This design comes from an exercise in tuning for small area, a short achievable clock period and few clock cycles per item on the open sky130 flow, not from production work. Only simulation tests tie the RTL to the original design; equivalence was not proved. No activity file was given, so power comes from the tool's default toggle rates.

`flow/design.v`:
```
module HP_FP_Pipelined_Adder (  
	input clk,
	input rst,
	input [15:0] in1,
	input [15:0] in2,
	input enable,
	output reg done,
	output [15:0] sum
);
	function automatic [13:0] skaddx14(input [13:0] a, input [13:0] b, input x);
		reg [13:0] g, p, G, P;
		integer i, l, j;
		begin
			g = a & b; p = a ^ b;
			G = g; P = p;
			for (l = 0; l < 4; l = l + 1)
				for (i = 0; i < 14; i = i + 1)
					if ((i >> l) & 1) begin
						j = ((i >> l) << l) - 1;
						G[i] = G[i] | (P[i] & G[j]);
						P[i] = P[i] & P[j];
					end
			skaddx14 = (p ^ {14{x}}) ^ {G[12:0], 1'b0};
		end
	endfunction
	reg busy;
	reg [18:0] R;
	wire [15:0] x1 = R[15:0];
	wire [15:0] x2 = in2;
	wire [4:0] e1 = x1[14:10];
	wire [4:0] e2 = x2[14:10];
	wire [10:0] ma1 = {|x1[14:0], x1[9:0]};
	wire [10:0] ma2 = {|x2[14:0], x2[9:0]};
	wire [5:0] d12 = {1'b0, e1} - {1'b0, e2};
	wire [4:0] d21 = e2 - e1;
	wire gt = d12[5];                  
	wire eq = (e1 == e2);
	wire [4:0] d = gt ? d21 : d12[4:0];
	wire swap = gt | (eq & (x2[9:0] > x1[9:0]));
	wire [10:0] mb = swap ? ma2 : ma1;
	wire [10:0] msr = swap ? ma1 : ma2;
	wire [4:0] eb = gt ? e2 : e1;
	wire [12:0] ms = {msr, 2'b00} >> d;
	wire sub = x1[15] ^ x2[15];
	wire [13:0] f = skaddx14({1'b0, mb, 2'b00} ^ {14{sub}}, {1'b0, ms}, sub);
	wire sb = swap ? x2[15] : x1[15];
	wire [4:0] er = R[17:13];
	wire [13:0] fr = {R[12:0], 1'b0};
	wire nz = |R[12:0];
	reg [13:0] lim;
	integer k;
	always @(*) for (k = 0; k < 14; k = k + 1) lim[k] = (er == 5'd12 - k);
	wire [13:0] mm = fr | lim;
	reg [3:0] t;
	integer i;
	always @(*) begin
		t = 4'd0;
		for (i = 0; i < 14; i = i + 1)
			if (mm[i]) t = 4'd13 - i[3:0];
	end
	wire [13:0] ns = fr << t;
	wire [4:0] en = nz ? (er + 5'd1 - {1'b0, t}) : 5'd0;
	assign sum = {R[18] & nz, en, ns[12:3]};
	always @(posedge clk) begin
		if (busy) R <= {sb, eb, f[13:1]};
		else if (enable) R[15:0] <= in1;
	end
	always @(posedge clk) begin
		if (rst) begin
			busy <= 1'b0;
			done <= 1'b0;
		end else if (busy) begin
			busy <= 1'b0;
			done <= 1'b1;
		end else if (enable) begin
			busy <= 1'b1;
			done <= 1'b0;
		end
	end
endmodule
```
`flow/flow/run.sh`:
```
#!/bin/bash
# Standard layout, but the port buffers use a small fast buffer instead of the
# default delay-buffer cell.
set -euo pipefail
export BUFFER_PORTS_ARGS="-buffer_cell sky130_fd_sc_hd__buf_1"
bash standard.sh > standard.log 2>&1
```
`flow/standard.sh`:
```
#!/bin/bash
# synth_recipe.tcl (not shown) runs the flow's synth.tcl, then flattens the netlist and writes it again
# the make line also repeats each setting of config.mk as NAME=value (left out here)
make -C /OpenROAD-flow-scripts/flow DESIGN_CONFIG=/design/flow/config.mk WORK_HOME=/design/flow/orfs CLKGATE_MAP_FILE= SYNTH_SCRIPT=/design/flow/synth_recipe.tcl "${@:-finish}"
```
`flow/config.mk`:
```
export PLATFORM = sky130hd
export DESIGN_NAME = HP_FP_Pipelined_Adder
export DESIGN_NICKNAME = HP_FP_Pipelined_Adder
export VERILOG_FILES = /design/flow/design.v
export SDC_FILE = /design/flow/constraint.sdc
export NUM_CORES = 4
export LEC_CHECK = 0
export ABC_AREA = 1
export CAP_MARGIN = 20
export CORE_MARGIN = 2
export CORE_UTILIZATION = 40
export SETUP_SLACK_MARGIN = 1.6
export SLEW_MARGIN = 20
```
`flow/constraint.sdc`:
```
create_clock -name core_clock -period 6.0 [get_ports {clk}]
set_input_delay 1.2000 -clock core_clock [delete_from_list [all_inputs] [get_ports {clk}]]
set_output_delay 1.2000 -clock core_clock [all_outputs]
set_load 0.01 [all_outputs]
```
==> results of run 1 <==
## final cells by class
| class | count | share of cell area (%) |
|---|---|---|
| clock buffer | 4 | 0.810 |
| timing repair buffer | 113 | 13.9 |
| inverter | 97 | 6.84 |
| tap | 133 | 2.99 |
| sequential | 21 | 11.0 |
| multi-input combinational | 514 | 64.5 |
## synth_stat cells (3+ instances only)
| cell | instances | area share [%] |
|---|---|---|
| o2111ai_1 | 3 | 0.66 |
| clkbuf_1 | 9 | 0.84 |
| nand3_1 | 54 | 6.8 |
| o21ai_1 | 3 | 0.37 |
| inv_2 | 5 | 0.47 |
| nand3_2 | 4 | 1.0 |
| nand2_4 | 4 | 1.1 |
| edfxtp_1 | 19 | 14 |
| nand3b_1 | 7 | 1.3 |
| nor2_1 | 47 | 4.4 |
| fa_1 | 3 | 1.5 |
| a31oi_1 | 8 | 1.3 |
| ha_1 | 38 | 12 |
| nor3_1 | 11 | 1.4 |
| xor2_1 | 25 | 5.5 |
| xnor2_1 | 8 | 1.8 |
| inv_1 | 90 | 8.4 |
| a21oi_1 | 30 | 3.7 |
| nand4_1 | 6 | 0.94 |
| nand2_1 | 170 | 16 |
| nand2_2 | 8 | 1.3 |
| nor4_1 | 3 | 0.47 |
| buf_2 | 7 | 0.87 |
| o21ai_0 | 52 | 6.5 |
| a21oi_2 | 3 | 0.66 |
## registers in the layout, summed over array words and instances (netlist names)
name / count
busy: 1
done: 1
R: 19
## repair_timing
item,in CTS,in global routing
hold buffers,0,0
pin swaps,8,63
resized for setup,32,176
cloned,3,2
endpoints found under the setup margin,26,18
buffers inserted,22,38
hold endpoints to repair,0,0
## through the flow
step           cell area (sq um)  power [mW]
2_1_floorplan               4030        1.09
3_3_place_gp                4290        1.31
3_5_place_dp                4290        1.32
4_1_cts                     4660        1.50
5_1_grt                     5560        1.97
6_report                    5560        1.82
## path summary, 6_finish.rpt
check / slack, ns / from / endpoint
max reg2reg: 1.88 / R[12] / R[9]
min reg2reg: 0.47 / done / done
max: 1.64 / in2[12] / R[9]
min: 0.47 / done / done
## per-layer routing
layer	GRT usage (%)	wire, um
met1	29.9	5900
met2	38.7	6910
met3	2.82	1020
met4	8.20	389
met5	0	0
## cells by family (layout without fill, tap and decap cells)
logic type,count (synthesis),after routing,share of synthesized area (%)
AND/OR/NAND/NOR,321,326,36.1
flip-flops,21,21,15.3
AO/OA/AOI/OAI,114,114,16.3
buffers and inverters,118,214,11.7
adder cells (fa/ha/maj),41,41,13.4
XOR/XNOR,33,33,7.22
## tightest hold or removal path, stage by stage, from the launching register on
cell     delay, ns
dfxtp_1       0.32
nand2_1       0.06
a21oi_1       0.05
## power groups by stage
| stage | Clock [mW] | Combinational (mW) | Sequential (mW) |
|---|---|---|---|
| 6_report | 0.0941 | 1.51 | 0.214 |
| 3_5_place_dp | 0 | 1.10 | 0.218 |
| 3_3_place_gp | 0 | 1.09 | 0.218 |
| 4_1_cts | 0.0948 | 1.19 | 0.211 |
| 5_1_grt | 0.101 | 1.65 | 0.216 |
| 2_1_floorplan | 0 | 0.883 | 0.206 |
==> flow_metrics.tcl, run 1 <==
set metrics [dict create \
    multi_input_area_sq_mm 0.00358 \
    clock_skew_ns 0.00319 \
    clock_latency_ns 0.26 \
    seqCellArea_sq_um 611 \
    cts_tree "yes" \
    seqPwrFrac_pct 11.8 \
    cp_top_family "simple AND/OR/NAND/NOR gates" \
    antenna_found_initial 0 \
    synth.distinct_cells 46 \
    cp.depth 31 \
    drt_iter0_markers 357 \
    ys_ff_latch 21 \
    dr.pass1.iters 5 \
    mostFrequentLayoutCells "149 x nand2_1, 76 x inv_1, 57 x buf_4" \
    syn2layout_area_growth_pct 38.8 \
    clock_sinks 21 \
    fin_crit_ns 4.36 \
    synth_warnings 1 \
    fin_crit_sh_pct 72.6 \
    port_buffers 51 \
    dpl.hpwl_mm 9.69 \
    coreArea_sq_mm 0.00973 \
    ir_worst_vdd_mv 0.226 \
    n_fill_cell 922 \
    start_util_pct 41.2 \
    clockPowerShare_pct 5.2 \
    rsz0062_at_grt "yes" \
    numCtsBuffers 3 \
    die_w_um 104 \
    routed_wl_mm 14.2 \
    grt_max_degree 21 \
    tns_ns 0 \
    path_clk_slew_ns 0.08 \
    fmax_mhz 230 \
    max_slew_margin_pct 53.9 \
    cp_common_cell "nand2_1" \
    critPathArrivalTime_ns 4.37 \
    min_path_type "reg2reg" \
    num_rows 36 \
    synth-main-ff-cell "edfxtp_1" \
    p_sw_share_pct 53.5 \
    internal-power_mw 0.845 \
    cts_buffer_depth 2 \
    p_per_area_mw_per_mm2 327 \
    fp.dieH_um 104 \
    vias_per_cell 5.48 \
    drcViolationCount 0 \
    place_congestion 0.933 \
    critical_path_class "in2reg" \
    drv_slew 0 \
    post-place-ws_ns 0.828 \
    rr_worst_depth 31 \
    htree_levels 1 \
    path_buf_inv 5 \
    drive_gt1_share_pct 29.5 \
    fin_cells 882 \
    path_max_fanout 5 \
    final_common_cell "nand2_1" \
    synth_cells 648 \
    grt_pass1_vias 4228 \
    ys_seq_area_share_pct 15.3 \
    placed_cells 813 \
    wl_per_cell_um 16.1 \
    grt-ovfl-total 0 \
    synth_async_sr_flop_share_pct 0 \
    avgSynthCellArea_sq_um 6.18 \
    tightest_slew_ns 0.690 \
    syn_area_sq_mm 0.00400 \
    whs_path_depth 2 \
    holdWs_ns 0.471 \
    setup_viol 0 \
    final_util_pct 57.1 \
    drv_cap 0 \
    synth-edff-count 19 \
    startpoint_type "input pin" \
    worstSetupEndpointType "flip-flop" \
    critPathRequiredTime_ns 6.02 \
    grt_pass1_wl_mm 20.2 \
    vias 4836 \
    p_switching_mw 0.971 \
    track_usage_pct 22.9 \
    fin_nets 826 \
    p_comb_share_pct 83.0 \
    p_leak_nw 2.63 \
    io_pins 52 \
    critPathSlowestCell "ha_1" \
    num_antenna_cells 0 \
    cts_root_buf "clkbuf_8" \
    die_area_sq_mm 0.0108 \
    layout_setup_ws_ns 1.64 \
    finalHoldViolations 0 \
    outcome "timing/DRC/antenna clean" \
    critPathMaxStageDelay_ns 0.31 \
    syn-num-nets 724 \
    ant_nets 0 \
]
Testbench counts, summed over its fixed seeds: cycles 6,400, items 3,200.
==> run 2, diff against run 1 <==
--- a/flow/config.mk
+++ b/flow/config.mk
@@ -9,5 +9,5 @@
 export CAP_MARGIN = 20
 export CORE_MARGIN = 2
 export CORE_UTILIZATION = 40
-export SETUP_SLACK_MARGIN = 1.6
+export SETUP_SLACK_MARGIN = 1.0
 export SLEW_MARGIN = 20
==> flow_metrics.tcl, run 2 <==
set metrics [dict create \
    p_comb_share_pct 78.0 \
    routed_wl_mm 12.5 \
    rr_worst_depth 21 \
    path_clk_slew_ns 0.09 \
    wl_per_cell_um 15.2 \
    drv_cap 0 \
    startpoint_type "input pin" \
    grt_pass1_vias 3962 \
    drcViolationCount 0 \
    cts_buffer_depth 2 \
    worstSetupEndpointType "flip-flop" \
    syn_area_sq_mm 0.00400 \
    top_register "R" \
    cts_root_buf "clkbuf_8" \
    avgSynthCellArea_sq_um 6.18 \
    drv_slew 0 \
    track_usage_pct 22.3 \
    syn2layout_area_growth_pct 10.3 \
    synthTopCellsByArea "nand2_1 16%, edfxtp_1 14%, ha_1 12%" \
    clock_skew_ns 0.00277 \
    final_util_pct 45.4 \
    fmax_mhz 211 \
    syn-num-nets 724 \
    synth_cells 648 \
    ant_nets 0 \
    startpoint "in2[10]" \
    synth-edff-count 19 \
    tns_ns 0 \
    clock_latency_ns 0.28 \
    critPathSlowestCell "xor2_1" \
    grt-ovfl-total 0 \
    path_max_fanout 7 \
    fin_crit_ns 4.73 \
    dpl-instance-area_sq_mm 0.00426 \
    holdBufCountCts 0 \
    post-place-ws_ns 0.705 \
    p_switching_mw 0.823 \
    htree_levels 1 \
    synth_top_area_share_pct 15.9 \
    vias 4421 \
    critPathMaxStageDelay_ns 0.54 \
    ys_seq_area_share_pct 15.3 \
    synth_warnings 1 \
    numCtsBuffers 3 \
    min_path_type "reg2reg" \
    dpl.hpwl_mm 9.93 \
    fin_nets 767 \
    seqPwrFrac_pct 14.9 \
    cts_tree "yes" \
    placed_cells 812 \
    critPathRequiredTime_ns 6.04 \
    grt_max_degree 36 \
    critical_path_class "in2reg" \
    drive_gt1_share_pct 7.83 \
    reg2reg_to "R[9]" \
    synth-main-ff-cell "edfxtp_1" \
    ir_worst_vdd_mv 0.217 \
    cp_cell_sequence "buf_1 -> inv_1 -> ha_1 -> inv_1 -> fa_1 -> a21oi_1 -> o21bai_1 -> o21ai_1 -> xor2_1 -> inv_1 -> nand2_1 -> nor3_1 -> ha_1 -> a21oi_2 -> o21ai_0 -> a21oi_2 -> nand2_4 -> nand2_1 -> nand3_1 -> nand3_1 -> nand2_1" \
    io_pins 52 \
    finalHoldViolations 0 \
    tightest_slew_ns 0.784 \
    die_area_sq_mm 0.0108 \
    max_slew_margin_pct 47.6 \
    start_util_pct 41.2 \
    fp.dieH_um 104 \
    p_leak_nw 2.21 \
    antenna_found_initial 0 \
    synth_commonest_cells "170 x nand2_1, 90 x inv_1, 54 x nand3_1" \
    critPathArrivalTime_ns 4.77 \
    clock_sinks 21 \
    internal-power_mw 0.638 \
    port_buffers 51 \
    synth.largest_area_cell "nand2_1" \
    grt_pass1_wl_mm 19.7 \
    mostFrequentLayoutCells "169 x nand2_1, 90 x inv_1, 53 x nand3_1" \
    reg2reg_from "R[11]" \
    ys_ff_latch 21 \
    setup_viol 0 \
    fin_crit_sh_pct 78.8 \
    whs_path_depth 2 \
    num_antenna_cells 0 \
    vias_per_cell 5.37 \
    dr.pass1.iters 5 \
    coreArea_sq_mm 0.00973 \
    hold_end "done" \
    layout_setup_ws_ns 1.27 \
    fin_cells 823 \
    synth.distinct_cells 46 \
    drt_iter0_markers 335 \
    place_congestion 1.02 \
    synth_async_sr_flop_share_pct 0 \
    die_w_um 104 \
    p_per_area_mw_per_mm2 331 \
    largest_reg_flops 19 \
    rsz0062_at_grt "no" \
    holdCritStartpoint "done" \
    ff2ff_setup_slack_ns 1.64 \
    num_rows 36 \
    synth_most_common_cell "nand2_1" \
    final_common_cell "nand2_1" \
    outcome "timing/DRC/antenna clean" \
    final_area_sq_mm 0.00442 \
    clockPowerShare_pct 7.1 \
    largest_registers "R x19, busy x1, done x1" \
    p_sw_share_pct 56.3 \
]
==> run 2: cell counts after synthesis <==
No cell type changed its count.
==> run 2: timing repair <==
item / CTS / global route
cloned: 0 / 2
endpoints found under the setup margin: 3 / 19
pin swaps: 0 / 4
gates resized for setup: 2 / 13
setup buffers: 0 / 5
==> run 2: routing by layer <==
metal  global-route usage (%)  wire length, um
met5                        0                0
met4                     8.78              367
met3                     1.63              803
met2                     35.6             5670
met1                     31.2             5630
==> run 2: final cells by class <==
| type | count | area [sq um] |
|---|---|---|
| clock buffer | 3 | 41.3 |
| clock inverter | 1 | 7.51 |
| fill | 1106 | 5310 |
| inverter | 97 | 364 |
| multi-input combinational | 511 | 2990 |
| sequential | 21 | 611 |
| tap | 133 | 166 |
| timing repair buffer | 57 | 239 |
==> run 2: power by group through the flow <==
stage / Combinational (mW) / Clock [mW] / Sequential, mW
floorplan: 0.868 / 0 / 0.206
global placement: 1.08 / 0 / 0.221
detailed placement: 1.09 / 0 / 0.221
CTS: 1.10 / 0.103 / 0.218
global route: 1.28 / 0.112 / 0.221
finish: 1.14 / 0.103 / 0.218
==> run 2: worst max-delay path: cells and delay by family <==
family / cells / cell delay (ns)
AOI/OAI and AO/OA: 6 / 0.97
xor gates and xnor gates: 1 / 0.54
buffers and inverters: 4 / 0.41
adders and majority gates: 3 / 0.91
and+or+nand+nor: 7 / 0.73
==> run 2: kinds of logic (layout without fill, tap and decap cells) <==
family                   count (synthesis)  after routing  synth area share, %
AND/OR/NAND/NOR                        321            323                 36.1
AO/OA/AOI/OAI                          114            114                 16.3
flip-flops                              21             21                 15.3
buffers and inverters                  118            158                 11.7
adder cells (fa/ha/maj)                 41             41                 13.4
XOR/XNOR                                33             33                 7.22
==> run 2: per-stage QoR <==
step                      power (mW)  hold WS, ns
after detailed placement        1.31        0.470
after global placement          1.30        0.444
final                           1.46        0.478
after global routing            1.62        0.523
after CTS                       1.42        0.482
after floorplan                 1.07        0.477
==> run 2: worst max path at each step <==
stage,to,slack [ns],depth (start not counted)
2_1_floorplan,R[9],1.43,24
3_3_place_gp,R[8],0.76,21
3_5_place_dp,R[9],0.71,23
4_1_cts,R[10],1.09,25
5_1_grt,R[9],1.01,24
6_report,R[9],1.27,21
==> run 3, diff against run 2 <==
==> flow/flow/run.sh (replaced) <==
#!/bin/bash
# Standard layout with two changes:
# - synthesis is the standard synthesis script, run without ORFS's
#   full/half-adder extraction (ADDER_MAP_FILE empty), so that ABC maps the
#   arithmetic together with the rest of the logic; registers are mapped and
#   named exactly as in the standard synthesis;
# - the port buffers use a small fast buffer instead of the default
#   delay-buffer cell.
set -euo pipefail
W=$PWD
export BUFFER_PORTS_ARGS="-buffer_cell sky130_fd_sc_hd__buf_1"
make -C "$FLOW_HOME" DESIGN_CONFIG=$W/config.mk WORK_HOME=$W/orfs CLKGATE_MAP_FILE= SYNTH_SCRIPT=$W/synth_recipe.tcl ADDER_MAP_FILE= synth > synth.log 2>&1
bash standard.sh > standard.log 2>&1
==> flow_metrics.tcl, run 3 <==
set metrics [dict create \
    fmax_mhz 218 \
    min_path_type "reg2reg" \
    synthTopCellsByArea "nand2_1 23%, edfxtp_1 14%, nand3_1 12%" \
    synth.distinct_cells 48 \
    port_buffers 51 \
    antenna_found_initial 0 \
    dr.pass1.iters 5 \
    startpoint_type "input pin" \
    routed_wl_mm 12.8 \
    cts_tree "yes" \
    drive_gt1_share_pct 9.08 \
    place_congestion 0.975 \
    critical_path_class "in2reg" \
    fin_nets 796 \
    ff2ff_setup_slack_ns 1.91 \
    fin_cells 893 \
    p_per_area_mw_per_mm2 310 \
    critPathRequiredTime_ns 6.04 \
    ys_ff_latch 21 \
    grt-ovfl-total 0 \
    synth-main-ff-cell "edfxtp_1" \
    path_clk_slew_ns 0.10 \
    mostFrequentLayoutCells "248 x nand2_1, 95 x nand3_1, 75 x inv_1" \
    holdWs_ns 0.468 \
    coreArea_sq_mm 0.00977 \
    path_max_fanout 33 \
    vias 4681 \
    cp_common_cell "nand2_1" \
    numCtsBuffers 3 \
    synth_warnings 1 \
    syn-num-nets 759 \
    grt_use_met1_pct 33.2 \
    ys_seq_area_share_pct 15.1 \
    avgSynthCellArea_sq_um 5.58 \
    clock_skew_ns 0.00947 \
    die_w_um 105 \
    p_total_mw 1.35 \
    synth_most_common_cell "nand2_1" \
    synth.largest_area_cell "nand2_1" \
    outcome "timing/DRC/antenna clean" \
    num_antenna_cells 0 \
    max_slew_margin_pct 39.6 \
    final_common_cell "nand2_1" \
    die_area_sq_mm 0.0109 \
    top_register "R" \
    start_util_pct 41.3 \
    post_cts_resized 0 \
    ant_nets 0 \
    p_leak_nw 2.24 \
    num_rows 36 \
    grt.busiest_layer "met2" \
    synth_top_area_share_pct 23.2 \
    finalHoldViolations 0 \
    io_pins 52 \
    grt_pass1_wl_mm 21.2 \
    met2_usage_pct 39.7 \
    cts_setup_buffers 0 \
    synth-edff-count 19 \
    synth_async_sr_flop_share_pct 0 \
    drt_iter0_markers 374 \
    critPathSlowestCell "nand2_4" \
    clock_sinks 21 \
    final_util_pct 44.6 \
    htree_levels 1 \
    placed_cells 889 \
    largest_reg_flops 19 \
    syn2layout_area_growth_pct 7.89 \
    dpl.hpwl_mm 10.5 \
    tns_ns 0 \
    fp.dieH_um 105 \
    clock_latency_ns 0.28 \
    largest_registers "R x19, busy x1, done x1" \
    cts_buffer_depth 2 \
    cts_root_buf "clkbuf_8" \
    drv_cap 0 \
    ir_worst_vdd_mv 0.134 \
    tightest_slew_ns 0.905 \
    synth_cells 724 \
    setup_viol 0 \
    syn_area_sq_mm 0.00404 \
    rsz0062_at_grt "yes" \
    drv_slew 0 \
    critPathMaxStageDelay_ns 0.31 \
    drcViolationCount 0 \
    vias_per_cell 5.24 \
    grt_max_degree 34 \
    wl_per_cell_um 14.3 \
    track_usage_pct 23.3 \
    holdBufCountCts 0 \
    fin_crit_sh_pct 76.3 \
    grt_pass1_vias 4334 \
    synth_commonest_cells "250 x nand2_1, 95 x nand3_1, 75 x inv_1" \
    worstSetupEndpointType "flip-flop" \
    critPathArrivalTime_ns 4.62 \
    fin_crit_ns 4.58 \
    grt_use_met3_pct 1.44 \
]
run 3: critical path, delay by kind of cell:
| family | cells | cell delay, ns |
|---|---|---|
| and+or+nand+nor | 22 | 2.75 |
| buffers and inverters | 3 | 0.46 |
| AOI/OAI and AO/OA | 1 | 0.16 |
run 3: worst paths after layout:
check	start	to	depth (start not counted)
setup / recovery	in2[10]	R[10]	26
hold / removal	done	done	2
setup reg to reg	R[10]	R[10]	26
hold reg to reg	done	done	2
run 3: final cells by class:
cell class,count,area (sq um)
clock buffer,3,41.3
clock inverter,1,7.51
fill,1105,5410
inverter,100,378
multi-input combinational,583,2960
sequential,21,611
tap,133,166
timing repair buffer,52,199
run 3: where the power goes:
part           leakage [nW]  switching, mW  internal (mW)
combinational          2.01          0.684          0.338
sequential            0.204         0.0381          0.186
clock                0.0217         0.0582         0.0471
total                  2.24          0.781          0.571
run 3: cells by family after synthesis:
kind of cell | Yosys count | share of synthesized area (%)
AOI/OAI and AO/OA | 102 | 15.1
buffers and inverters | 120 | 12.0
DFF | 21 | 15.1
xor gates and xnor gates | 35 | 8.05
muxes | 1 | 0.248
and+or+nand+nor | 445 | 49.5
run 3: per-stage QoR:
stage,area (sq um),setup slack [ns]
floorplan,4040,2.33
detailed placement,4300,0.991
global route,4360,0.967
CTS,4350,1.27
finish,4360,1.42
global placement,4300,1.03
run 3: metal layers:
layer	part of all wire (%)	vias up
met3	4.0	8
met5	0	-
met4	0.65	0
met1	49	2119
li1	-	2419
met2	46	135
==> run 4, diff against run 3 <==
--- a/flow/config.mk
+++ b/flow/config.mk
@@ -9,5 +9,5 @@
 export CAP_MARGIN = 20
 export CORE_MARGIN = 2
 export CORE_UTILIZATION = 40
-export SETUP_SLACK_MARGIN = 1.0
+export SETUP_SLACK_MARGIN = 1.5
 export SLEW_MARGIN = 20
==> flow_metrics.tcl, run 4 <==
set metrics [dict create \
    synth_warnings 1 \
    path_clk_slew_ns 0.10 \
    ys_seq_area_share_pct 15.1 \
    post-place-ws_ns 0.991 \
    drcViolationCount 0 \
    rsz0062_at_grt "yes" \
    synth_most_common_cell "nand2_1" \
    fin_nets 813 \
    rr_worst_depth 26 \
    syn_area_sq_mm 0.00404 \
    synth-edff-count 19 \
    vias 4786 \
    wl_per_cell_um 14.4 \
    die_w_um 105 \
    clock_latency_ns 0.27 \
    finalHoldViolations 0 \
    cp_cell_sequence "nor2_2 -> nand4_1 -> o21ai_0 -> a21oi_1 -> o21ai_0 -> a21boi_0 -> o21ai_0 -> nand2_1 -> nand2_2 -> nand2_2 -> o21ai_0 -> o221ai_1 -> a211o_1 -> buf_1" \
    reg2reg_from "R[10]" \
    fmax_mhz 231 \
    grt_pass1_vias 4343 \
    ys_ff_latch 21 \
    fin_crit_ns 4.33 \
    numCtsBuffers 3 \
    drt_iter0_markers 313 \
    routed_wl_mm 13.1 \
    cp_common_cell "o21ai_0" \
    tightest_slew_ns 0.908 \
    ir_worst_vdd_mv 0.134 \
    port_buffers 51 \
    cts_tree "yes" \
    p_total_mw 1.40 \
    io_pins 52 \
    synthTopCellsByArea "nand2_1 23%, edfxtp_1 14%, nand3_1 12%" \
    synth.distinct_cells 48 \
    final_util_pct 46.8 \
    top_register "R" \
    min_path_type "reg2reg" \
    syn-num-nets 759 \
    synth.largest_area_cell "nand2_1" \
    start_util_pct 41.3 \
    place_congestion 0.975 \
    synth_commonest_cells "250 x nand2_1, 95 x nand3_1, 75 x inv_1" \
    cp_top_family "compound AO/OA/AOI/OAI gates" \
    coreArea_sq_mm 0.00977 \
    ant_nets 0 \
    critPathArrivalTime_ns 3.13 \
    setup_viol 0 \
    crit_end "sum[9]" \
    path_max_fanout 12 \
    clock_sinks 21 \
    outcome "timing/DRC/antenna clean" \
    reg2reg_to "R[10]" \
    fin_crit_sh_pct 72.2 \
    p_per_area_mw_per_mm2 305 \
    htree_levels 1 \
    synth_top_area_share_pct 23.2 \
    grt_pass1_wl_mm 21.2 \
    antenna_found_initial 0 \
    dr.pass1.iters 5 \
    worstSetupEndpointType "primary output" \
    startpoint "R[13]" \
    synth_async_sr_flop_share_pct 0 \
    vias_per_cell 5.26 \
    num_antenna_cells 0 \
    placed_cells 889 \
    cts_root_buf "clkbuf_8" \
    drive_gt1_share_pct 13.8 \
    cts_buffer_depth 2 \
    die_area_sq_mm 0.0109 \
    max_slew_margin_pct 39.4 \
    largest_registers "R x19, busy x1, done x1" \
    largest_reg_flops 19 \
    tns_ns 0 \
    final_common_cell "nand2_1" \
    drv_cap 0 \
    critPathRequiredTime_ns 4.80 \
    num_rows 36 \
    synth-main-ff-cell "edfxtp_1" \
    startpoint_type "flip-flop" \
    track_usage_pct 23.3 \
    dpl.hpwl_mm 10.5 \
    p_leak_nw 2.33 \
    avgSynthCellArea_sq_um 5.58 \
    fin_cells 910 \
    critical_path_class "reg2out" \
    clock_skew_ns 0.00846 \
    synth_cells 724 \
    grt-ovfl-total 0 \
    critPathMaxStageDelay_ns 0.52 \
    fp.dieH_um 105 \
    cp.depth 14 \
    mostFrequentLayoutCells "244 x nand2_1, 95 x nand3_1, 71 x inv_1" \
    critPathSlowestCell "edfxtp_1" \
    holdBufCountCts 0 \
    path_buf_inv 1 \
    syn2layout_area_growth_pct 13.2 \
    ff2ff_setup_slack_ns 2.25 \
    drv_slew 0 \
    grt_max_degree 34 \
    layout_setup_ws_ns 1.67 \
]
==> run 4: worst min-delay path by stage <==
stage          start   end  cells past startpoint
2_1_floorplan   done  done                      2
3_3_place_gp    done  done                      2
3_5_place_dp    done  done                      2
4_1_cts         done  done                      2
5_1_grt         done  done                      2
6_report        done  done                      2
==> run 4: cell type report <==
type	instances	area, sq um
Fill cell	1098	5200
Multi-Input combinational cell	585	3050
Sequential cell	21	611
Inverter	100	385
Timing Repair Buffer	67	315
Tap cell	133	166
Clock buffer	3	41.3
Clock inverter	1	7.51
==> run 4: layer usage <==
metal	part of all wire [%]	GRT usage, %	vias to the layer above	wire [um]
met5	0	0	-	0
met4	1.2	2.61	0	163
met3	4.6	1.44	14	596
met2	46	39.8	156	6030
met1	48	33.2	2158	6270
li1	-	-	2458	-
==> run 4: repair_timing <==
| item | 4_1_cts | 5_1_grt |
|---|---|---|
| endpoints found under the setup margin | 17 | 23 |
| gates resized for setup | 5 | 32 |
| pin swaps | 0 | 4 |
| gates cloned | 0 | 2 |
| setup buffers | 0 | 15 |
==> run 4: cell families (layout without fill, tap and decap cells) <==
| logic type | count (synthesis) | count (layout) | synth area share [%] |
|---|---|---|---|
| XOR/XNOR | 35 | 35 | 8.05 |
| buffers and inverters | 120 | 171 | 12.0 |
| multiplexers | 1 | 1 | 0.248 |
| flip-flops | 21 | 21 | 15.1 |
| AO/OA/AOI/OAI | 102 | 102 | 15.1 |
| AND/OR/NAND/NOR | 445 | 447 | 49.5 |
==> run 4: metrics by stage <==
stage          hold slack (ns)  instance area, sq um
2_1_floorplan            0.477                  4040
3_3_place_gp             0.445                  4300
3_5_place_dp             0.452                  4300
4_1_cts                  0.468                  4370
5_1_grt                  0.522                  4570
6_report                 0.468                  4570
==> run 4: worst register-to-register path: stages, from the launching register on <==
cell and delay, ns:
edfxtp_1 0.53, inv_1 0.18, nor2_2 0.09, nor2_4 0.13
inv_2 0.11, nor2_1 0.10, nand3_1 0.17, a21oi_2 0.20
nand2_4 0.14, nand2_8 0.21, nand2_1 0.11, nand3_1 0.14
nand2_1 0.10, nand2_1 0.08, nand2_1 0.09, nand4_1 0.14
nand2_1 0.13, nor2_1 0.17, inv_2 0.05, nor2_2 0.12
nand2_2 0.07, nand2_4 0.10, nand2_1 0.09, nand2_1 0.07
nand2_1 0.05, nand3_1 0.06, nand2_1 0.06
==> run 4: power breakdown <==
part | switching (mW) | total, mW | internal (mW) | leakage, nW
registers | 0.0390 | 0.225 | 0.186 | 0.204
clock network | 0.0581 | 0.105 | 0.0471 | 0.0217
logic | 0.705 | 1.07 | 0.361 | 2.10
==> run 5, diff against run 4 <==
--- a/flow/config.mk
+++ b/flow/config.mk
@@ -9,5 +9,5 @@
 export CAP_MARGIN = 20
 export CORE_MARGIN = 2
 export CORE_UTILIZATION = 40
-export SETUP_SLACK_MARGIN = 1.5
+export SETUP_SLACK_MARGIN = 2.0
 export SLEW_MARGIN = 20
==> flow_metrics.tcl, run 5 <==
set metrics [dict create \
    outcome "timing/DRC/antenna clean" \
    avgSynthCellArea_sq_um 5.58 \
    holdCritStartpoint "done" \
    syn2layout_area_growth_pct 33.7 \
    path_max_fanout 11 \
    p_leak_nw 2.74 \
    min_path_type "reg2reg" \
    mostFrequentLayoutCells "216 x nand2_1, 82 x nand3_1, 68 x inv_1" \
    cts_tree "yes" \
    synth.largest_area_cell "nand2_1" \
    synth_async_sr_flop_share_pct 0 \
    dpl.hpwl_mm 10.5 \
    clock_sinks 21 \
    synth_cells 724 \
    clock_latency_ns 0.27 \
    start_util_pct 41.3 \
    p_sw_share_pct 55.8 \
    p_switching_mw 0.927 \
    synth_commonest_cells "250 x nand2_1, 95 x nand3_1, 75 x inv_1" \
    ir_worst_vdd_mv 0.143 \
    io_pins 52 \
    place_congestion 0.975 \
    seqCellArea_sq_um 611 \
    largest_reg_flops 19 \
    grt-ovfl-total 0 \
    drcViolationCount 0 \
    finalHoldViolations 0 \
    internal-power_mw 0.735 \
    synth.distinct_cells 48 \
    fin_crit_ns 4.16 \
    drt_iter0_markers 397 \
    grt_max_degree 25 \
    startpoint "R[14]" \
    synth_most_common_cell "nand2_1" \
    synth_warnings 1 \
    p_comb_share_pct 80.0 \
    startpoint_type "flip-flop" \
    reg2reg_from "R[12]" \
    track_usage_pct 25.1 \
    final_common_cell "nand2_1" \
    cts_root_buf "clkbuf_8" \
    ant_nets 0 \
    top_register "R" \
    max_slew_margin_pct 37.2 \
    ys_ff_latch 21 \
    fin_crit_sh_pct 69.3 \
    num_antenna_cells 0 \
    fin_cells 962 \
    grt_pass1_vias 4724 \
    wl_per_cell_um 15.3 \
    critical_path_class "reg2out" \
    synth_top_area_share_pct 23.2 \
    die_w_um 105 \
    vias 5189 \
    n_fill_cell 1011 \
    htree_levels 1 \
    drv_cap 0 \
    numCtsBuffers 3 \
    path_clk_slew_ns 0.10 \
    synth-edff-count 19 \
    coreArea_sq_mm 0.00977 \
    dr.pass1.iters 5 \
    p_per_area_mw_per_mm2 308 \
    tightest_slew_ns 0.940 \
    die_area_sq_mm 0.0109 \
    syn_area_sq_mm 0.00404 \
    clockPowerShare_pct 6.4 \
    rsz0062_at_grt "yes" \
    synth-main-ff-cell "edfxtp_1" \
    setup_viol 0 \
    drv_slew 0 \
    routed_wl_mm 14.8 \
    fin_nets 865 \
    multi_input_area_sq_mm 0.00343 \
    syn-num-nets 759 \
    tns_ns 0 \
    num_rows 36 \
    critPathArrivalTime_ns 2.96 \
    largest_registers "R x19, busy x1, done x1" \
    fp.dieH_um 105 \
    grt_pass1_wl_mm 22.7 \
    antenna_found_initial 0 \
    worstSetupEndpointType "primary output" \
    ys_seq_area_share_pct 15.1 \
    synthTopCellsByArea "nand2_1 23%, edfxtp_1 14%, nand3_1 12%" \
    seqPwrFrac_pct 13.7 \
    port_buffers 51 \
    cts_buffer_depth 2 \
    placed_cells 889 \
    fmax_mhz 240 \
    clock_skew_ns 0.00484 \
    critPathRequiredTime_ns 4.80 \
    drive_gt1_share_pct 30.8 \
    vias_per_cell 5.39 \
]
## run 5: changes by cell type in the layout (fill, tap and decap cells not counted), sizes merged
cell      previous run  this run
clkinvlp             3         2
clkinv               1         2
nand2              268       271
clkbuf               6        15
nor2                56        57
buf                 64       103
## run 5: what timing repair did
action                                  4_1_cts  5_1_grt
resized for setup                            77      106
pin swaps                                    18       33
hold buffers                                  0        0
endpoints found under the setup margin       28       24
gates cloned                                  3        3
buffers inserted                             29       34
## run 5: worst paths after layout
kind / slack (ns) / end / depth (start not counted)
worst max-delay path: 1.84 / sum[9] / 15
worst min-delay path: 0.47 / done / 2
worst max register to register: 2.34 / R[7] / 23
worst min register to register: 0.47 / done / 2
## run 5: power groups by stage
| stage | combinational (mW) | sequential (mW) | clock (mW) |
|---|---|---|---|
| finish | 1.33 | 0.227 | 0.106 |
| global route | 1.45 | 0.229 | 0.114 |
| CTS | 1.09 | 0.223 | 0.110 |
| detailed placement | 1.01 | 0.226 | 0 |
| global placement | 0.992 | 0.226 | 0 |
| floorplan | 0.817 | 0.206 | 0 |
## run 5: logic make-up (layout without fill, tap and decap cells)
| kind of cell | count (synthesis) | count (layout) | synth area share (%) |
|---|---|---|---|
| mux | 1 | 1 | 0.248 |
| flops | 21 | 21 | 15.1 |
| simple gates | 445 | 451 | 49.5 |
| compound gates | 102 | 102 | 15.1 |
| xor+xnor | 35 | 35 | 8.05 |
| buf+inv | 120 | 219 | 12.0 |
## run 5: worst max-delay path, stage by stage (launching register included)
cell,delay (ns)
edfxtp_1,0.52
nor2_2,0.20
nand4_1,0.15
o21ai_1,0.18
a21oi_1,0.09
o21ai_1,0.12
a21boi_1,0.09
o21ai_1,0.15
nand2_1,0.10
nand2_4,0.14
buf_12,0.12
nand2_8,0.08
o21ai_2,0.19
o221ai_1,0.16
a211o_1,0.25
clkbuf_2,0.13
## run 5: final cells by class
class                      count  area share, %
inverter                     100           7.29
clock inverter                 1          0.139
tap                          133           3.08
clock buffer                   3          0.764
timing repair buffer         115           14.0
sequential                    21           11.3
multi-input combinational    589           63.4
## run 5: metal layers
metal | vias to the layer above | global-route usage (%) | part of all wire [%]
met5 | - | 0 | 0
li1 | 2564 | - | -
met1 | 2408 | 34.1 | 45
met4 | 0 | 6.37 | 2.5
met2 | 184 | 43.1 | 48
met3 | 33 | 1.75 | 4.2
## run 5: per-stage QoR
step                hold WS, ns  util, %  total power [mW]  cell area (sq um)  worst slack [ns]
CTS                       0.468     49.0              1.43               4790              1.95
detailed placement        0.452     44.0              1.23               4300             0.991
floorplan                 0.477        -              1.02               4040              2.33
global route              0.522     55.3              1.80               5410              1.62
finish                    0.468     55.3              1.66               5410              1.84
global placement          0.445     44.0              1.22               4300              1.03
==> run 6, diff against run 5 <==
--- a/flow/design.v
+++ b/flow/design.v
@@ -51,13 +51,29 @@
 	integer k;
 	always @(*) for (k = 0; k < 14; k = k + 1) lim[k] = (er == 5'd12 - k);
 	wire [13:0] mm = fr | lim;
-	reg [3:0] t;
-	integer i;
-	always @(*) begin
-		t = 4'd0;
-		for (i = 0; i < 14; i = i + 1)
-			if (mm[i]) t = 4'd13 - i[3:0];
-	end
+	wire [15:0] m16 = {mm, 2'b11};
+	wire [7:0] v1;
+	wire [7:0] z1;
+	wire [3:0] v2;
+	wire [7:0] z2;
+	wire [1:0] v3;
+	wire [5:0] z3;
+	genvar q;
+	generate
+		for (q = 0; q < 8; q = q + 1) begin : lz1
+			assign v1[q] = m16[2*q+1] | m16[2*q];
+			assign z1[q] = ~m16[2*q+1];
+		end
+		for (q = 0; q < 4; q = q + 1) begin : lz2
+			assign v2[q] = v1[2*q+1] | v1[2*q];
+			assign z2[2*q+1:2*q] = v1[2*q+1] ? {1'b0, z1[2*q+1]} : {1'b1, z1[2*q]};
+		end
+		for (q = 0; q < 2; q = q + 1) begin : lz3
+			assign v3[q] = v2[2*q+1] | v2[2*q];
+			assign z3[3*q+2:3*q] = v2[2*q+1] ? {1'b0, z2[4*q+3:4*q+2]} : {1'b1, z2[4*q+1:4*q]};
+		end
+	endgenerate
+	wire [3:0] t = v3[1] ? {1'b0, z3[5:3]} : {1'b1, z3[2:0]};
 	wire [13:0] ns = fr << t;
 	wire [4:0] en = nz ? (er + 5'd1 - {1'b0, t}) : 5'd0;
 	assign sum = {R[18] & nz, en, ns[12:3]};
--- a/flow/config.mk
+++ b/flow/config.mk
@@ -9,5 +9,5 @@
 export CAP_MARGIN = 20
 export CORE_MARGIN = 2
 export CORE_UTILIZATION = 40
-export SETUP_SLACK_MARGIN = 2.0
+export SETUP_SLACK_MARGIN = 1.7
 export SLEW_MARGIN = 20
==> flow_metrics.tcl, run 6 <==
set metrics [dict create \
    synth-edff-count 19 \
    final_util_pct 50.3 \
    largest_reg_flops 19 \
    cts_root_buf "clkbuf_8" \
    setup_viol 0 \
    rsz0062_at_grt "yes" \
    holdWs_ns 0.508 \
    synth_top_area_share_pct 21.3 \
    fp.dieH_um 104 \
    syn-num-nets 749 \
    outcome "timing/DRC/antenna clean" \
    min_path_type "reg2reg" \
    whs_path_depth 2 \
    syn_area_sq_mm 0.00399 \
    clock_sinks 21 \
    num_antenna_cells 0 \
    ant_nets 0 \
    clock_latency_ns 0.26 \
    coreArea_sq_mm 0.00973 \
    io_pins 52 \
    path_clk_slew_ns 0.08 \
    avgSynthCellArea_sq_um 5.58 \
    routed_wl_mm 13.8 \
    drv_cap 0 \
    startpoint_type "flip-flop" \
    vias_per_cell 5.36 \
    worstSetupEndpointType "primary output" \
    synth.distinct_cells 50 \
    port_buffers 51 \
    ff2ff_setup_slack_ns 2.38 \
    grt_max_degree 34 \
    ys_ff_latch 21 \
    start_util_pct 41.0 \
    synth-main-ff-cell "edfxtp_1" \
    n_fill_cell 1053 \
    max_slew_margin_pct 44.6 \
    track_usage_pct 22.8 \
    holdBufCountCts 0 \
    die_w_um 104 \
    tns_ns 0 \
    critPathArrivalTime_ns 3.04 \
    critPathRequiredTime_ns 4.80 \
    cts_buffer_depth 2 \
    finalHoldViolations 0 \
    drive_gt1_share_pct 19.1 \
    top_register "R" \
    fin_nets 832 \
    ir_worst_vdd_mv 0.156 \
    p_per_area_mw_per_mm2 298 \
    wl_per_cell_um 14.8 \
    critical_path_class "reg2out" \
    clock_skew_ns 0.00870 \
    place_congestion 0.957 \
    synth.largest_area_cell "nand2_1" \
    rr_worst_depth 25 \
    path_max_fanout 7 \
    largest_registers "R x19, busy x1, done x1" \
    fin_crit_ns 4.24 \
    final_common_cell "nand2_1" \
    synth_async_sr_flop_share_pct 0 \
    drt_iter0_markers 352 \
    grt_pass1_wl_mm 20.6 \
    grt_pass1_vias 4290 \
    num_rows 36 \
    dpl.hpwl_mm 10.4 \
    synth_commonest_cells "226 x nand2_1, 88 x nand3_1, 85 x inv_1" \
    synth_most_common_cell "nand2_1" \
    numCtsBuffers 3 \
    drcViolationCount 0 \
    dr.pass1.iters 5 \
    cts_tree "yes" \
    syn2layout_area_growth_pct 22.8 \
    synth_cells 714 \
    synthTopCellsByArea "nand2_1 21%, edfxtp_1 14%, nand3_1 11%" \
    htree_levels 1 \
    synth_warnings 1 \
    fin_crit_sh_pct 70.7 \
    fmax_mhz 236 \
    tightest_slew_ns 0.830 \
    mostFrequentLayoutCells "216 x nand2_1, 88 x nand3_1, 79 x inv_1" \
    antenna_found_initial 0 \
    die_area_sq_mm 0.0108 \
    drv_slew 0 \
    p_leak_nw 2.45 \
    vias 4976 \
    ys_seq_area_share_pct 15.3 \
    grt-ovfl-total 0 \
]
[run 6: cell count changes after synthesis, moves of 3 or more]
cell / change
nand2_1: -24
inv_1: +10
buf_4: -3
nand4_1: -4
inv_2: -8
o21ai_1: -4
o21ai_0: +6
mux2i_1: +3
nor2_1: +16
buf_6: +5
nand2_2: +3
nand3_1: -7
[run 6: power by group]
| part | internal [mW] | total (mW) | switching, mW |
|---|---|---|---|
| clock | 0.0462 | 0.0921 | 0.0459 |
| combinational | 0.406 | 1.14 | 0.730 |
| sequential | 0.186 | 0.228 | 0.0420 |
[run 6: cells by family (layout without fill, tap and decap cells)]
group | Yosys count | count (layout) | synth area share (%)
multiplexers | 4 | 4 | 1.00
XOR/XNOR | 36 | 36 | 8.38
AND/OR/NAND/NOR | 425 | 430 | 46.6
AO/OA/AOI/OAI | 106 | 106 | 15.7
flip-flops | 21 | 21 | 15.3
buffers and inverters | 122 | 199 | 12.9
[run 6: area by class of cell]
class	instances	area [sq um]	area share (%)
flip-flops and latches	21	611	12.5
repair buffers	94	524	10.7
well taps	133	166	3.40
multi-input cells	576	3150	64.3
clock inverters	1	5.00	0.102
inverters	101	398	8.13
clock buffers	3	41.3	0.844
[run 6: metrics by stage]
stage               worst slack, ns  instance area, sq um  instances  total power, mW
detailed placement             1.17                  4220        878             1.20
floorplan                      2.10                  3990        714             1.00
CTS                            1.70                  4370        888             1.32
global placement               1.23                  4220        878             1.20
global route                   1.51                  4890        929             1.60
finish                         1.76                  4890        929             1.46
[run 6: worst paths after layout]
kind | from | to
setup / recovery | R[13] | sum[14]
hold / removal | done | done
setup reg to reg | R[10] | R[9]
hold reg to reg | done | done
[run 6: per-layer routing]
metal	track usage (%)	wire [um]	share of wire (%)	vias to the layer above
met2	38.3	6280	46	189
li1	-	-	-	2496
met1	32.3	6420	47	2261
met5	0	0	0	-
met3	1.20	749	5.4	30
met4	5.02	308	2.2	0
[run 6: worst max-delay path: stages, from the launching register on]
cell and delay, ns:
edfxtp_1 0.47, buf_4 0.18, inv_4 0.07, nor2_1 0.07, nand2_2 0.09, o31ai_4 0.08
a2111oi_4 0.31, nand2_1 0.13, inv_2 0.14, nand2_2 0.08, nand2_4 0.08, clkinvlp_4 0.14
nor2_1 0.14, nor2_1 0.06, inv_1 0.10, a31oi_2 0.10, nor2_1 0.15, inv_1 0.07
a21oi_1 0.13, nor3_1 0.05, buf_2 0.13
[run 6: repair_timing]
action,CTS,global route
setup endpoints to repair,27,26
setup buffers,6,36
pin swaps,1,17
gates resized for setup,19,71
gates cloned,0,5
Testbench counts of run 6, summed over its fixed seeds: cycles 6,400, items 3,200.
==> run 7, diff against run 6 <==
--- a/flow/config.mk
+++ b/flow/config.mk
@@ -9,5 +9,6 @@
 export CAP_MARGIN = 20
 export CORE_MARGIN = 2
 export CORE_UTILIZATION = 40
-export SETUP_SLACK_MARGIN = 1.7
+export GPL_TIMING_DRIVEN = 1
+export SETUP_SLACK_MARGIN = 1.5
 export SLEW_MARGIN = 20
==> flow_metrics.tcl, run 7 <==
set metrics [dict create \
    outcome "timing/DRC/antenna clean" \
    grt_max_degree 34 \
    synth_commonest_cells "226 x nand2_1, 88 x nand3_1, 85 x inv_1" \
    routed_wl_mm 12.8 \
    synth_top_area_share_pct 21.3 \
    largest_registers "R x19, busy x1, done x1" \
    rr_worst_depth 23 \
    ys_seq_area_share_pct 15.3 \
    syn_area_sq_mm 0.00399 \
    drt_iter0_markers 319 \
    dpl.hpwl_mm 10.4 \
    numCtsBuffers 3 \
    vias 4667 \
    reg2reg_to "R[8]" \
    startpoint "R[15]" \
    wl_per_cell_um 14.3 \
    tightest_slew_ns 0.814 \
    critPathArrivalTime_ns 3.07 \
    synth_most_common_cell "nand2_1" \
    num_rows 36 \
    ys_ff_latch 21 \
    start_util_pct 41.0 \
    holdWs_ns 0.508 \
    antenna_found_initial 0 \
    cts_buffer_depth 2 \
    clock_latency_ns 0.26 \
    p_leak_nw 2.25 \
    cts_tree "yes" \
    reg2reg_from "R[10]" \
    multi_input_area_sq_mm 0.00297 \
    fmax_mhz 234 \
    grt_pass1_vias 4250 \
    largest_reg_flops 19 \
    die_area_sq_mm 0.0108 \
    dpl-instance-area_sq_mm 0.00422 \
    path_max_fanout 7 \
    fin_crit_sh_pct 71.1 \
    coreArea_sq_mm 0.00973 \
    final_area_sq_mm 0.00449 \
    setup_viol 0 \
    rsz0062_at_grt "no" \
    io_pins 52 \
    cts_root_buf "clkbuf_8" \
    avgSynthCellArea_sq_um 5.58 \
    synth_warnings 1 \
    tns_ns 0 \
    max_slew_margin_pct 45.7 \
    synth-main-ff-cell "edfxtp_1" \
    place_congestion 0.957 \
    whs_path_depth 2 \
    startpoint_type "flip-flop" \
    port_buffers 51 \
    die_w_um 104 \
    path_clk_slew_ns 0.08 \
    synth.largest_area_cell "nand2_1" \
    ir_worst_vdd_mv 0.147 \
    hold_end "done" \
    fin_crit_ns 4.27 \
    ff2ff_setup_slack_ns 2.31 \
    min_path_type "reg2reg" \
    mostFrequentLayoutCells "222 x nand2_1, 88 x nand3_1, 81 x inv_1" \
    ant_nets 0 \
    synth-edff-count 19 \
    drv_cap 0 \
    synth_async_sr_flop_share_pct 0 \
    n_fill_cell 1115 \
    seqCellArea_sq_um 611 \
    fp.dieH_um 104 \
    clock_sinks 21 \
    syn2layout_area_growth_pct 12.6 \
    num_antenna_cells 0 \
    drv_slew 0 \
    p_total_mw 1.35 \
    grt.busiest_layer "met2" \
    finalHoldViolations 0 \
    holdBufCountCts 0 \
    synth.distinct_cells 50 \
    drcViolationCount 0 \
    fin_nets 799 \
    htree_levels 1 \
    grt_use_met1_pct 32.3 \
    final_util_pct 46.2 \
    critical_path_class "reg2out" \
    dr.pass1.iters 6 \
    critPathRequiredTime_ns 4.80 \
    worstSetupEndpointType "primary output" \
    grt_use_met3_pct 1.20 \
    grt_pass1_wl_mm 20.4 \
    clock_skew_ns 0.00946 \
    syn-num-nets 749 \
    met2_usage_pct 37.9 \
    drive_gt1_share_pct 11.5 \
    grt-ovfl-total 0 \
    final_common_cell "nand2_1" \
    synth_cells 714 \
    synthTopCellsByArea "nand2_1 21%, edfxtp_1 14%, nand3_1 11%" \
    track_usage_pct 22.7 \
    holdCritStartpoint "done" \
    p_per_area_mw_per_mm2 301 \
    vias_per_cell 5.21 \
    top_register "R" \
]
run 7: cell counts after synthesis:
Identical to the previous run, type by type.
run 7: area by class of cell:
class,count,area share [%]
inverters,101,8.64
multi-input cells,571,66.2
well taps,133,3.71
repair buffers,66,6.85
clock buffers,3,0.919
clock inverters,1,0.111
flip-flops and latches,21,13.6
run 7: what timing repair did:
action                                  in CTS  in global routing
endpoints found under the hold margin        0                  0
pin swaps                                    0                  3
buffers inserted                             1                 13
resized for setup                            9                 24
endpoints found under the setup margin      18                 26
run 7: worst max-delay path by stage:
stage | endpoint | slack [ns] | cells past startpoint
after floorplan | sum[14] | 2.10 | 20
after global placement | R[11] | 1.23 | 27
after detailed placement | R[11] | 1.17 | 26
after CTS | sum[9] | 1.50 | 16
after global routing | sum[14] | 1.44 | 20
final | sum[14] | 1.73 | 21
run 7: metrics by stage:
stage	cells	setup slack, ns
after floorplan	714	2.10
after global placement	878	1.23
after detailed placement	878	1.17
after CTS	883	1.50
after global routing	896	1.44
final	896	1.73
run 7: cell families (layout without fill, tap and decap cells):
| family | count (synthesis) | in the layout | share of synthesized area [%] |
|---|---|---|---|
| compound gates | 106 | 106 | 15.7 |
| xor+xnor | 36 | 36 | 8.38 |
| buf+inv | 122 | 171 | 12.9 |
| flops | 21 | 21 | 15.3 |
| mux | 4 | 4 | 1.00 |
| simple gates | 425 | 425 | 46.6 |
run 7: worst max-delay path: stages, from the launching register on:
cell,delay (ns)
edfxtp_1,0.45
inv_2,0.14
nor2_1,0.12
a21oi_2,0.19
inv_1,0.05
nor2_1,0.08
inv_1,0.08
a2111oi_4,0.23
nand2_1,0.13
inv_2,0.11
nand2_1,0.10
nand2_4,0.09
clkinvlp_4,0.13
nor2_1,0.13
nor2_1,0.06
inv_1,0.10
a31oi_2,0.10
nor2_1,0.13
inv_1,0.07
a21oi_1,0.13
nor3_1,0.06
clkbuf_2,0.12
run 7: layer usage:
layer  up-vias  routed length, um  part of all wire, %
met5         -                  0                    0
met4         0                153                  1.2
met3        16                655                  5.1
met2       162               5860                   46
met1      2071               6120                   48
li1       2418                  -                    -
run 7: where the power goes:
group	internal, mW	switching (mW)	total [mW]
combinational	0.349	0.681	1.03
sequential	0.186	0.0421	0.228
clock	0.0462	0.0471	0.0934
total	0.581	0.770	1.35
==> run 8, diff against run 7 <==
--- a/flow/config.mk
+++ b/flow/config.mk
@@ -9,6 +9,5 @@
 export CAP_MARGIN = 20
 export CORE_MARGIN = 2
 export CORE_UTILIZATION = 40
-export GPL_TIMING_DRIVEN = 1
 export SETUP_SLACK_MARGIN = 1.5
 export SLEW_MARGIN = 20
==> flow_metrics.tcl, run 8 <==
set metrics [dict create \
    ant_nets 0 \
    holdBufCountCts 0 \
    synth.distinct_cells 50 \
    layout_setup_ws_ns 1.73 \
    port_buffers 51 \
    grt_max_degree 34 \
    drt_iter0_markers 319 \
    critPathArrivalTime_ns 3.07 \
    clock_latency_ns 0.26 \
    crit_end "sum[14]" \
    p_comb_share_pct 76.2 \
    largest_registers "R x19, busy x1, done x1" \
    die_w_um 104 \
    numCtsBuffers 3 \
    worstSetupEndpointType "primary output" \
    mostFrequentLayoutCells "222 x nand2_1, 88 x nand3_1, 81 x inv_1" \
    routed_wl_mm 12.8 \
    post-place-ws_ns 1.17 \
    ys_ff_latch 21 \
    ys_seq_area_share_pct 15.3 \
    drive_gt1_share_pct 11.5 \
    grt-ovfl-total 0 \
    dr.pass1.iters 6 \
    outcome "timing/DRC/antenna clean" \
    cts_tree "yes" \
    critPathRequiredTime_ns 4.80 \
    synth_most_common_cell "nand2_1" \
    rr_worst_depth 23 \
    die_area_sq_mm 0.0108 \
    cts_root_buf "clkbuf_8" \
    path_buf_inv 8 \
    rsz0062_at_grt "no" \
    synth_warnings 1 \
    grt_pass1_wl_mm 20.4 \
    p_switching_mw 0.770 \
    critPathMaxStageDelay_ns 0.45 \
    max_slew_margin_pct 45.7 \
    p_sw_share_pct 57.0 \
    synth_async_sr_flop_share_pct 0 \
    fp.dieH_um 104 \
    drcViolationCount 0 \
    cp_cell_sequence "inv_2 -> nor2_1 -> a21oi_2 -> inv_1 -> nor2_1 -> inv_1 -> a2111oi_4 -> nand2_1 -> inv_2 -> nand2_1 -> nand2_4 -> clkinvlp_4 -> nor2_1 -> nor2_1 -> inv_1 -> a31oi_2 -> nor2_1 -> inv_1 -> a21oi_1 -> nor3_1 -> clkbuf_2" \
    vias_per_cell 5.21 \
    avgSynthCellArea_sq_um 5.58 \
    startpoint "R[15]" \
    place_congestion 0.957 \
    dpl.hpwl_mm 10.4 \
    p_leak_nw 2.25 \
    fin_nets 799 \
    cp_common_cell "nor2_1" \
    drv_cap 0 \
    synthTopCellsByArea "nand2_1 21%, edfxtp_1 14%, nand3_1 11%" \
    start_util_pct 41.0 \
    path_max_fanout 7 \
    cp.depth 21 \
    coreArea_sq_mm 0.00973 \
    critical_path_class "reg2out" \
    reg2reg_to "R[8]" \
    grt_pass1_vias 4250 \
    synth-edff-count 19 \
    cp_top_family "simple AND/OR/NAND/NOR gates" \
    ir_worst_vdd_mv 0.147 \
    reg2reg_from "R[10]" \
    critPathSlowestCell "edfxtp_1" \
    top_register "R" \
    path_clk_slew_ns 0.08 \
    min_path_type "reg2reg" \
    num_antenna_cells 0 \
    syn_area_sq_mm 0.00399 \
    holdWs_ns 0.508 \
    synth_commonest_cells "226 x nand2_1, 88 x nand3_1, 85 x inv_1" \
    setup_viol 0 \
    fin_crit_ns 4.27 \
    fmax_mhz 234 \
    largest_reg_flops 19 \
    drv_slew 0 \
    synth-main-ff-cell "edfxtp_1" \
    num_rows 36 \
    finalHoldViolations 0 \
    clock_skew_ns 0.00946 \
    ff2ff_setup_slack_ns 2.31 \
    synth_cells 714 \
    synth.largest_area_cell "nand2_1" \
    final_common_cell "nand2_1" \
    clockPowerShare_pct 6.9 \
    tightest_slew_ns 0.814 \
    cts_buffer_depth 2 \
    clock_sinks 21 \
    startpoint_type "flip-flop" \
    track_usage_pct 22.7 \
    fin_crit_sh_pct 71.1 \
    internal-power_mw 0.581 \
    p_per_area_mw_per_mm2 301 \
    io_pins 52 \
    wl_per_cell_um 14.3 \
    antenna_found_initial 0 \
    htree_levels 1 \
    p_total_mw 1.35 \
    synth_top_area_share_pct 21.3 \
    syn2layout_area_growth_pct 12.6 \
    seqPwrFrac_pct 16.9 \
    tns_ns 0 \
    vias 4667 \
    syn-num-nets 749 \
]
run 8: cell counts after synthesis:
No cell type changed its count.
run 8: cells by family after synthesis:
| logic type | after synthesis | share of synthesized area (%) |
|---|---|---|
| AO/OA/AOI/OAI | 106 | 15.7 |
| XOR/XNOR | 36 | 8.38 |
| buffers and inverters | 122 | 12.9 |
| flip-flops | 21 | 15.3 |
| multiplexers | 4 | 1.00 |
| AND/OR/NAND/NOR | 425 | 46.6 |
run 8: per-stage QoR:
stage          area [sq um]  cells  utilization (%)
3_3_place_gp           4220    878             43.4
5_1_grt                4490    896             46.2
4_1_cts                4300    883             44.2
3_5_place_dp           4220    878             43.4
2_1_floorplan          3990    714                -
6_report               4490    896             46.2
run 8: worst min-delay path, cell delays in order (launching register included):
cell     delay (ns)
dfxtp_1        0.34
a21oi_1        0.07
nor2_1         0.07
run 8: cell type report:
type	instances	area, sq um
fill	1115	5240
multi-input combinational	571	2970
sequential	21	611
inverter	101	388
timing repair buffer	66	308
tap	133	166
clock buffer	3	41.3
clock inverter	1	5.00
run 8: worst min path at each step:
stage               start  cells after the start  endpoint  slack, ns
finish               done                      2      done       0.51
detailed placement   done                      2      done       0.50
global route         done                      2      done       0.54
global placement     done                      2      done       0.47
CTS                  done                      2      done       0.52
floorplan            busy                      0     R[16]       0.50
run 8: repair_timing:
action / CTS / global route
endpoints found under the hold margin: 0 / 0
pin swaps: 0 / 3
gates cloned: 0 / 0
gates resized for setup: 9 / 24
setup buffers: 1 / 13
endpoints found under the setup margin: 18 / 26
run 8: power by group through the flow:
stage	Combinational (mW)	Sequential, mW	Clock [mW]
after CTS	0.986	0.226	0.0972
after global placement	0.967	0.228	0
after floorplan	0.794	0.206	0
final	1.03	0.228	0.0934
after detailed placement	0.973	0.229	0
after global routing	1.16	0.229	0.100
run 8: routing by layer:
metal,vias to the layer above,routed length [um],GRT usage (%)
li1,2418,-,-
met1,2071,6120,32.3
met2,162,5860,37.9
met3,16,655,1.20
met4,0,153,4.92
met5,-,0,0
==> run 9, diff against run 8 <==
--- a/flow/config.mk
+++ b/flow/config.mk
@@ -8,6 +8,6 @@
 export ABC_AREA = 1
 export CAP_MARGIN = 20
 export CORE_MARGIN = 2
-export CORE_UTILIZATION = 40
+export CORE_UTILIZATION = 55
 export SETUP_SLACK_MARGIN = 1.5
 export SLEW_MARGIN = 20
==> flow_metrics.tcl, run 9 <==
set metrics [dict create \
    avgSynthCellArea_sq_um 5.58 \
    path_clk_slew_ns 0.09 \
    largest_reg_flops 19 \
    max_slew_margin_pct 48.4 \
    dr.pass1.iters 5 \
    numCtsBuffers 3 \
    synthTopCellsByArea "nand2_1 21%, edfxtp_1 14%, nand3_1 11%" \
    p_per_area_mw_per_mm2 304 \
    drv_cap 0 \
    synth-edff-count 19 \
    die_area_sq_mm 0.00795 \
    start_util_pct 55.9 \
    synthSimpleGateAreaFrac_pct 46.6 \
    fin_crit_ns 4.41 \
    ys_seq_area_share_pct 15.3 \
    synth-main-ff-cell "edfxtp_1" \
    cts_buffer_depth 2 \
    port_buffers 51 \
    synth_commonest_cells "226 x nand2_1, 88 x nand3_1, 85 x inv_1" \
    synth_async_sr_flop_share_pct 0 \
    clock_skew_ns 0.0101 \
    fp.dieH_um 89.1 \
    cts_root_buf "clkbuf_8" \
    critPathRequiredTime_ns 4.80 \
    dpl.hpwl_mm 9.77 \
    final_util_pct 62.6 \
    synth_compound_area_share_pct 15.7 \
    fmax_mhz 227 \
    cts_tree "yes" \
    synth_fa_ha_area_share_pct 0 \
    drt_iter0_markers 411 \
    drv_slew 0 \
    ir_worst_vdd_mv 0.220 \
    largest_registers "R x19, busy x1, done x1" \
    drive_gt1_share_pct 11.6 \
    mostFrequentLayoutCells "222 x nand2_1, 88 x nand3_1, 81 x inv_1" \
    die_w_um 89.1 \
    grt_max_degree 34 \
    htree_levels 1 \
    seqCellArea_sq_um 611 \
    num_rows 31 \
    top_register "R" \
    startpoint_type "flip-flop" \
    antenna_found_initial 0 \
    synth_most_common_cell "nand2_1" \
    wl_per_cell_um 14.6 \
    vias_per_cell 5.59 \
    outcome "timing/DRC/antenna clean" \
    p_leak_nw 2.26 \
    path_max_fanout 12 \
    final_common_cell "nand2_1" \
    clock_sinks 21 \
    fin_nets 803 \
    num_antenna_cells 0 \
    grt_pass1_wl_mm 19.3 \
    critical_path_class "reg2out" \
    synth_top_area_share_pct 21.3 \
    grt_pass1_vias 4161 \
    coreArea_sq_mm 0.00714 \
    drcViolationCount 0 \
    ys_ff_latch 21 \
    critPathArrivalTime_ns 3.21 \
    setup_viol 0 \
    io_pins 52 \
    synth_cells 714 \
    syn-num-nets 749 \
    routed_wl_mm 12.6 \
    worstSetupEndpointType "primary output" \
    synth_top_family_by_area "simple AND/OR/NAND/NOR gates" \
    tightest_slew_ns 0.773 \
    track_usage_pct 30.6 \
    finalHoldViolations 0 \
    multi_input_area_sq_mm 0.00297 \
    synth_warnings 1 \
    synth.largest_area_cell "nand2_1" \
    synth-xor-area-share_pct 8.38 \
    synth.distinct_cells 50 \
    syn_area_sq_mm 0.00399 \
    tns_ns 0 \
    fin_crit_sh_pct 73.5 \
    n_fill_cell 781 \
    grt-ovfl-total 0 \
    syn2layout_area_growth_pct 12.1 \
    clock_latency_ns 0.27 \
    min_path_type "reg2reg" \
    ant_nets 0 \
    rsz0062_at_grt "yes" \
    vias 4845 \
    synth.area.mux_share_pct 1.00 \
    place_congestion 0.965 \
]
-- run 9: changes by cell type in the layout (fill, tap and decap cells not counted) --
| cell | delta |
|---|---|
| a21oi_1 | +1 |
| nand2_2 | +1 |
| clkbuf_2 | -2 |
| buf_1 | +2 |
| buf_4 | +3 |
| a21oi_2 | -1 |
-- run 9: per-stage QoR --
stage	setup WS, ns	cells	cell area [sq um]	total power, mW	hold WS (ns)
floorplan	2.10	714	3990	1.00	0.503
global placement	1.35	844	4180	1.18	0.470
detailed placement	1.17	844	4180	1.20	0.493
CTS	1.43	853	4290	1.31	0.512
global route	1.39	866	4470	1.49	0.532
finish	1.59	866	4470	1.36	0.506
-- run 9: cells by family (layout without fill, tap and decap cells) --
logic type	Yosys count	in the layout
buffers and inverters	122	174
XOR/XNOR	36	36
multiplexers	4	4
AO/OA/AOI/OAI	106	106
flip-flops	21	21
AND/OR/NAND/NOR	425	426
-- run 9: metal layers --
metal | track usage [%] | routed length [um] | vias up
li1 | - | - | 2428
met1 | 40.6 | 5510 | 2169
met2 | 52.5 | 5920 | 214
met3 | 2.77 | 842 | 34
met4 | 10.0 | 344 | 0
met5 | 0 | 0 | -
-- run 9: layout make-up --
cell class                      count  area share (%)
Clock inverter                      1           0.112
Multi-Input combinational cell    572            66.5
Timing Repair Buffer               69            7.33
Tap cell                           99            2.77
Clock buffer                        3           0.924
Inverter                          101            8.68
Sequential cell                    21            13.7
-- run 9: worst paths after layout --
kind                             from       to  slack [ns]  cells past startpoint
worst max register to register  R[10]     R[8]        2.29                     26
worst min register to register   done     done        0.51                      2
worst max-delay path            R[15]  sum[14]        1.59                     18
worst min-delay path             done     done        0.51                      2
-- run 9: where the power goes --
part           internal, mW  switching, mW
combinational         0.353          0.688
sequential            0.186         0.0384
clock                0.0463         0.0493
total                 0.585          0.776
-- run 9: worst max-delay path, stage by stage (launching register included) --
cell	delay [ns]
edfxtp_1	0.43
inv_2	0.14
nor2_1	0.11
a21oi_1	0.20
inv_1	0.07
nor2_1	0.09
inv_1	0.09
a2111oi_4	0.25
nand2_1	0.14
inv_2	0.12
nand2_1	0.13
nand2_4	0.16
inv_1	0.09
nor2_2	0.17
a31oi_2	0.13
nor2_1	0.15
nor3b_1	0.08
nor3_1	0.23
clkbuf_2	0.18
-- run 9: timing repair --
action                     CTS  global route
gates resized for setup      8            22
cloned                       0             1
setup endpoints to repair   18            26
setup buffers                5            12
hold buffers                 0             0
pin swaps                    0             6

static timing again, ports no longer ideal:
The results above use ideal ports. As a check the final layouts listed here were re-extracted and re-timed, cells and wires unchanged.
Step 1, drivers: a clkbuf_16 drives clk and a buf_2 each remaining input, both assumed.
Step 2 adds t to the input delays and takes it off the output delays; t is the mean of the earliest and latest rising clock arrival at the registers after step 1. Input paths then give back, and output paths get back, about the clock's delay inside the block.
a / b / c = ideal ports / drivers / drivers and shift; a / b = the first two.
run | shift t [ns] | setup WS [ns] | worst setup path after step 2 | latest minus earliest clock arrival (ns) | worst register clock-pin slew, ns
run 1 | 0.282 | 1.644 / 1.628 / 1.346 | input to register | 0.004 / 0.004 | 0.08 / 0.08
run 2 | 0.300 | 1.271 / 1.274 / 0.974 | input to register | 0.003 / 0.003 | 0.09 / 0.09
run 3 | 0.301 | 1.420 / 1.400 / 1.127 | input to register | 0.009 / 0.010 | 0.10 / 0.10
run 4 | 0.300 | 1.667 / 1.638 / 1.513 | input to register | 0.009 / 0.009 | 0.10 / 0.10
run 5 | 0.301 | 1.841 / 1.811 / 1.701 | input to register | 0.005 / 0.005 | 0.10 / 0.10
run 6 | 0.281 | 1.755 / 1.730 / 1.680 | input to register | 0.008 / 0.008 | 0.08 / 0.08
run 7 | 0.283 | 1.733 / 1.708 / 1.573 | input to register | 0.010 / 0.010 | 0.08 / 0.08
run 8 | 0.283 | 1.733 / 1.708 / 1.573 | input to register | 0.010 / 0.010 | 0.08 / 0.08
run 9 | 0.288 | 1.593 / 1.566 / 1.496 | input to register | 0.010 / 0.010 | 0.09 / 0.09
After both steps every run listed still meets setup and hold. For run 1, which loses most, drivers alone change the setup slack by -0.016 ns; drivers and shift together by -0.298 ns.
